Source: an optimization exercise on an open RTL-to-GDS flow (aim: small area, a short achievable clock period and few clock cycles per item). Production flows keep margins and buffers that such runs may drop. At most, simulation tests tie the RTL to the original design; equivalence was not proved.

// geofence
module geofence (clk,
                 reset,
                 X,
                 Y,
                 valid,
                 is_inside);
For scale: ~1400 cells after synthesis, ~24 I/O pins, about 14000 sq um of cells after synthesis.
Settings: LEC_CHECK=0, CAP_MARGIN=20, CORE_MARGIN=2, CORE_UTILIZATION=40, CTS_BUF_LIST=sky130_fd_sc_hd__clkbuf_4 sky130_fd_sc_hd__clkbuf_8, SETUP_SLACK_MARGIN=1.6, SLEW_MARGIN=20, SYNTH_HIERARCHICAL=1, SYNTH_MINIMUM_KEEP_SIZE=0; clock period 7.5 ns.
run.sh (not shown) runs the stock make flow with config.mk's settings and CLKGATE_MAP_FILE= SYNTH_SCRIPT=/design/flow/synth_recipe.tcl, a recipe that flattens the netlist after the stock synthesis.
Testbench counts at the start, summed over its fixed seeds: cycles 28,800, tests 3,200.
Change:
==> flow/flow/run.sh (new file) <==
#!/bin/bash
# The standard layout (standard.sh), with one change: the input and output
# ports are buffered with sky130_fd_sc_hd__buf_1 instead of the default port
# buffer cell. standard.sh's full output goes to flow.log; ORFS keeps each
# step's own log under orfs/logs/.
set -o pipefail
export BUFFER_PORTS_ARGS="-buffer_cell sky130_fd_sc_hd__buf_1"
bash standard.sh > flow.log 2>&1
==> flow/standard.sh (new file) <==
#!/bin/bash
# synth_recipe.tcl (not shown) runs the flow's synth.tcl, then flattens the netlist and writes it again
# the make line also repeats each setting of config.mk as NAME=value (left out here)
make -C /OpenROAD-flow-scripts/flow DESIGN_CONFIG=/design/flow/config.mk WORK_HOME=/design/flow/orfs CLKGATE_MAP_FILE= SYNTH_SCRIPT=/design/flow/synth_recipe.tcl "${@:-finish}"
- SETUP_SLACK_MARGIN: 1.6 -> 1.5
removed: flow/run.sh
Outcome:
- via count is lower by 0.66%
- wire length rises by 0.36%
- global-route usage grows by 0.17 points
- cell count came out lower by 0.81%
Change:
==> flow/run.sh (new file) <==
#!/bin/bash
# synth_recipe.tcl (not shown) runs the flow's synth.tcl, then flattens the netlist and writes it again
# the make line also repeats each setting of config.mk as NAME=value (left out here)
make -C /OpenROAD-flow-scripts/flow DESIGN_CONFIG=/design/flow/config.mk WORK_HOME=/design/flow/orfs CLKGATE_MAP_FILE= SYNTH_SCRIPT=/design/flow/synth_recipe.tcl finish
- PLACE_DENSITY: default -> 0.7
removed: flow/flow/run.sh
removed: flow/standard.sh
After rerunning: Cell area climbs by 0.67%; synthesized area stays the same; die area does not change; wire length drops by 2.5%.


geofence, a different RTL version from the one above (not shown whole).
Size in the first run: about 24 I/O pins, roughly 15000 µm² of cells after synthesis.
==> flow/config.mk <==
export PLATFORM = sky130hd
export DESIGN_NAME = geofence
export DESIGN_NICKNAME = geofence
export VERILOG_FILES = /design/flow/design.v
export SDC_FILE = /design/flow/constraint.sdc
export NUM_CORES = 4
export LEC_CHECK = 0
export CAP_MARGIN = 20
export CORE_MARGIN = 2
export CORE_UTILIZATION = 40
export SETUP_SLACK_MARGIN = 2.0
export SLEW_MARGIN = 20
export SYNTH_HIERARCHICAL = 1
export SYNTH_MINIMUM_KEEP_SIZE = 0
==> flow/constraint.sdc <==
create_clock -name core_clock -period 7.5 [get_ports {clk}]
set_input_delay 1.5000 -clock core_clock [delete_from_list [all_inputs] [get_ports {clk}]]
set_output_delay 1.5000 -clock core_clock [all_outputs]
set_load 0.01 [all_outputs]
Stock flow here: none of the scripts above is used.
Testbench counts at the start, summed over its fixed seeds: cycles 28,800, tests 3,200.
==> next run, changes <==
SETUP_SLACK_MARGIN = 1.0   (was 2.0)
Effect:
- The changed run ran to the end with no violations
- design area is lower by a few percent
- die area stays the same


## v51
Another version of the RTL of geofence (not shown whole).
Size: roughly 1500 cells after synthesis.
Design geofence, start of the top module:
module geofence (clk,
                 reset,
                 X,
                 Y,
                 valid,
                 is_inside);
==> flow/config.mk <==
export PLATFORM = sky130hd
export DESIGN_NAME = geofence
export DESIGN_NICKNAME = geofence
export VERILOG_FILES = /design/flow/design.v
export SDC_FILE = /design/flow/constraint.sdc
export NUM_CORES = 4
export LEC_CHECK = 0
export CAP_MARGIN = 20
export CORE_MARGIN = 2
export CORE_UTILIZATION = 40
export SETUP_SLACK_MARGIN = 3.0
export SLEW_MARGIN = 20
export SYNTH_HIERARCHICAL = 1
export SYNTH_MINIMUM_KEEP_SIZE = 0
==> flow/constraint.sdc <==
create_clock -name core_clock -period 7.5 [get_ports {clk}]
set_input_delay 1.5000 -clock core_clock [delete_from_list [all_inputs] [get_ports {clk}]]
set_output_delay 1.5000 -clock core_clock [all_outputs]
set_load 0.01 [all_outputs]
Testbench counts of v51, summed over its fixed seeds: cycles 28,800, tests 3,200.
Modified inputs, v47 compared to v51
Settings: changing SETUP_SLACK_MARGIN from 3.0 to 2.0.
[summary]
Sort v47 and v51 by non-clock buffer count asc -> top: v47. Against v51, v47 comes in about 4% lower on wire length of the first global-routing pass. Compared to v51, v47 has routed length per instance 0.80 um lower. | final worst hold slack | v47 vs v51 | 0.0056 ns lower |. Final cell count delta for v47 relative to v51: 15 lower. Total wirelength of the detailed-routed design down 1900 um in v47 wrt v51. Of v47 and v51, v51 shows the higher worst reg-to-reg path cell count, with v47 below it. Looking at v47 and v51, the initial standard-cell utilization of the core is a wash. v47: register fraction of the total cell area is 0.22 points higher than what v51 reported.
Setup changes, v47 to v23
Settings: an added ABC_CLOCK_PERIOD_IN_PS of 4000; a change of SETUP_SLACK_MARGIN from 2.0 to 3.0.
### Flow results
- [compare] base=v47 new=v23: sum of routed wire length over all layers saw an increase, per-cell routed wire length went up, finished layout cell area now larger.


Another version of the RTL of geofence (not shown whole).
For scale: ~1500 cells after synthesis, roughly 24 I/O pins, ~15000 um2 of cells after synthesis.
make LEC_CHECK=0 CAP_MARGIN=20 CORE_MARGIN=2 CORE_UTILIZATION=40 CTS_BUF_LIST='sky130_fd_sc_hd__clkbuf_4 sky130_fd_sc_hd__clkbuf_8' SETUP_SLACK_MARGIN=1.5 SLEW_MARGIN=20 SYNTH_HIERARCHICAL=1 SYNTH_MINIMUM_KEEP_SIZE=0 finish   # period 7.5 ns
The starting point went through all stages and came out clean.
Change:
SETUP_SLACK_MARGIN = 1.75   (was 1.5)
What happened: The new run produced a clean layout. Clock skew went up by 6.4 ps. Utilization rose by 0.79 points. Critical path depth goes up by 1. Hold slack gains 4.2 ps. Final area rose by 1.8%.
No functional check of the RTL was part of any run of this note.


geofence, a different RTL version from the one above (not shown whole).
Size in the first run: roughly 1600 cells after synthesis, roughly 24 I/O pins.
Settings: LEC_CHECK=0, CAP_MARGIN=20, CORE_MARGIN=2, CORE_UTILIZATION=40, SETUP_SLACK_MARGIN=1.0, SLEW_MARGIN=20, SYNTH_HIERARCHICAL=1, SYNTH_MINIMUM_KEEP_SIZE=0; clock period 7.5 ns.
Edit:
SETUP_SLACK_MARGIN = 3.0   (was 1.0)
=>
- sequential share of layout area goes down by 1.5 points
- design area climbs by 12%
- synthesized cell count stays the same
No functional check of the RTL was part of any run of this note.


## job 101
geofence with an RTL version that a note above also has.
Size in the first run: ~1,500 cells after synthesis, roughly 24 I/O pins, ~15,000 µm² of cells after synthesis.
clock: 7.5 ns
lec_check: 0
cap_margin: 20
core_margin: 2
core_utilization: 40
setup_slack_margin: 2.5
slew_margin: 20
synth_hierarchical: 1
synth_minimum_keep_size: 0
Testbench counts of job 101, summed over its fixed seeds: cycles 28,800, tests 3,200.
diff inputs: job 101 => job 102
- CTS_BUF_LIST now sky130_fd_sc_hd__clkbuf_4 sky130_fd_sc_hd__clkbuf_8, previously not set
- SETUP_SLACK_MARGIN now 2.0, was 2.5
==> comparison <==
- Job 101 -> job 102: total stage count of the critical path delta 0, exact match
- Job 102 vs job 101 on worst slew slack as a fraction of its limit: job 102 is the lower one.
- In terms of wire length of the first global-routing pass, job 101 and job 102 differ only marginally.
- The sum of routed wire length over all layers was comparable across job 102 and job 101.
- Looking at destination of the critical timing path, the ey[0]$_DFFE_PP_ result is from job 101; the ex[4]$_DFFE_PP_ one comes from job 102.


RTL: one of the versions met above, not the one the previous note started from.
Size in the first run: ~1400 cells after synthesis, roughly 24 I/O pins, about 14000 sq um of cells after synthesis.
export LEC_CHECK = 0
export CAP_MARGIN = 0
export CORE_MARGIN = 2
export CORE_UTILIZATION = 40
export CTS_BUF_LIST = sky130_fd_sc_hd__clkbuf_4 sky130_fd_sc_hd__clkbuf_8
export SETUP_SLACK_MARGIN = 1.5
export SLEW_MARGIN = 0
export SYNTH_HIERARCHICAL = 1
export SYNTH_MINIMUM_KEEP_SIZE = 0
create_clock -name core_clock -period 7.5 [get_ports {clk}]
The baseline produced a clean layout.
Testbench counts at the start, summed over its fixed seeds: cycles 28,800, tests 3,200.
==> next run, changes <==
- CAP_MARGIN: 0 -> 20
- CORE_UTILIZATION: 40 -> 50
- SLEW_MARGIN: 0 -> 20
Via count fell slightly.
Core utilization went up by 10 points.
Setup slack degrades by 57 ps.
Die area came out lower by about a fifth.
==> next run, changes <==
- CORE_UTILIZATION: 50 -> 40
- SETUP_SLACK_MARGIN: 1.5 -> 1.75
=> Worst setup slack improved by 200 ps. Count of clock-buffer cells in the layout rose by 4. Global-route usage went down by 5.3 points.


== job 2022 ==
geofence, a different RTL version from the one above (not shown whole).
Size in the first run: about 24 I/O pins.
export LEC_CHECK = 0
export CAP_MARGIN = 20
export CORE_MARGIN = 2
export CORE_UTILIZATION = 40
export CTS_BUF_LIST = sky130_fd_sc_hd__clkbuf_4 sky130_fd_sc_hd__clkbuf_8
export SETUP_SLACK_MARGIN = 1.75
export SLEW_MARGIN = 20
export SYNTH_HIERARCHICAL = 1
export SYNTH_MINIMUM_KEEP_SIZE = 0
create_clock -name core_clock -period 7.5 [get_ports {clk}]
Per the final summary, job 2022 finished and its layout is clean on timing, DRC and antenna.
#### Input delta (job 232 over job 2022)
- a change of SETUP_SLACK_MARGIN from 1.75 to 1.5
==> comparison <==
- Both conditions hold for job 232: the flow ran to the end and the final layout passed the timing, design-rule and antenna checks.
- Later-pin clock latency in the skew report delta (job 2022 -> job 232): insignificant
- Compared with job 2022, in job 232 post-route non-filler standard cell count shrank by 69; wire length shrank by 5.4%; via density per instance shrank by about 0.8%; aggregate global-route resource usage held steady; final critical-path required period grew by 0.17 ns.
No run of this note included a check of the RTL's function; only the layout flow was run.

## afterwards: timing with drivers on the ports
Ports are ideal in the flow. The routed layouts listed here were re-timed in OpenROAD. Step 1 assumes that a clkbuf_16 drives the clock port and a buf_2 every other input. Step 2 adds t to the input delays and takes it off the output delays; t is the mean of the earliest and latest rising clock arrival at the registers after step 1. Input paths then give back, and output paths get back, about the clock's delay inside the block. a / b / c = ideal / step 1 / step 2; a / b = the first two.
| run | t, ns | slack for setup (ns) | hold WS [ns] | worst slew at a driven data input, ns |
|---|---|---|---|---|
| the first run of note 1 | 0.397 | 1.839 / 1.839 / 1.839 | 0.491 / 0.491 / 0.491 | 0.04 |
| the second run of note 1 | 0.397 | 1.747 / 1.747 / 1.747 | 0.493 / 0.493 / 0.493 | 0.04 |
| the third run of note 1 | 0.399 | 1.729 / 1.729 / 1.729 | 0.520 / 0.520 / 0.520 | 0.03 |
| the first run of note 2 | 0.376 | 1.753 / 1.753 / 1.753 | 0.496 / 0.496 / 0.496 | 0.04 |
| the second run of note 2 | 0.369 | 1.264 / 1.264 / 1.264 | 0.487 / 0.487 / 0.487 | 0.04 |
| v51 | 0.373 | 1.553 / 1.553 / 1.553 | 0.491 / 0.491 / 0.491 | 0.04 |
| v47 | 0.379 | 1.418 / 1.418 / 1.418 | 0.485 / 0.485 / 0.485 | 0.04 |
| v23 | 0.373 | 1.553 / 1.553 / 1.553 | 0.491 / 0.491 / 0.491 | 0.04 |
| the first run of note 4 | 0.480 | 1.655 / 1.655 / 1.655 | 0.398 / 0.398 / 0.398 | 0.03 |
| the second run of note 4 | 0.478 | 1.762 / 1.762 / 1.762 | 0.402 / 0.402 / 0.402 | 0.03 |
| the first run of note 5 | 0.460 | 1.326 / 1.326 / 1.326 | 0.387 / 0.387 / 0.387 | 0.03 |
| the second run of note 5 | 0.465 | 1.779 / 1.779 / 1.779 | 0.399 / 0.399 / 0.399 | 0.04 |
| job 101 | 0.378 | 1.800 / 1.800 / 1.800 | 0.485 / 0.485 / 0.485 | 0.04 |
| job 102 | 0.389 | 1.797 / 1.797 / 1.797 | 0.501 / 0.501 / 0.501 | 0.04 |
| the first run of note 7 | 0.395 | 1.779 / 1.779 / 1.779 | 0.491 / 0.491 / 0.491 | 0.04 |
| the second run of note 7 | 0.395 | 1.722 / 1.722 / 1.722 | 0.492 / 0.492 / 0.492 | 0.03 |
| the third run of note 7 | 0.398 | 1.925 / 1.925 / 1.925 | 0.499 / 0.499 / 0.499 | 0.04 |
| job 2022 | 0.416 | 1.955 / 1.955 / 1.955 | 0.494 / 0.494 / 0.494 | 0.04 |
| job 232 | 0.413 | 1.789 / 1.789 / 1.789 | 0.494 / 0.494 / 0.494 | 0.04 |
After both steps setup and hold are still met in every run listed.
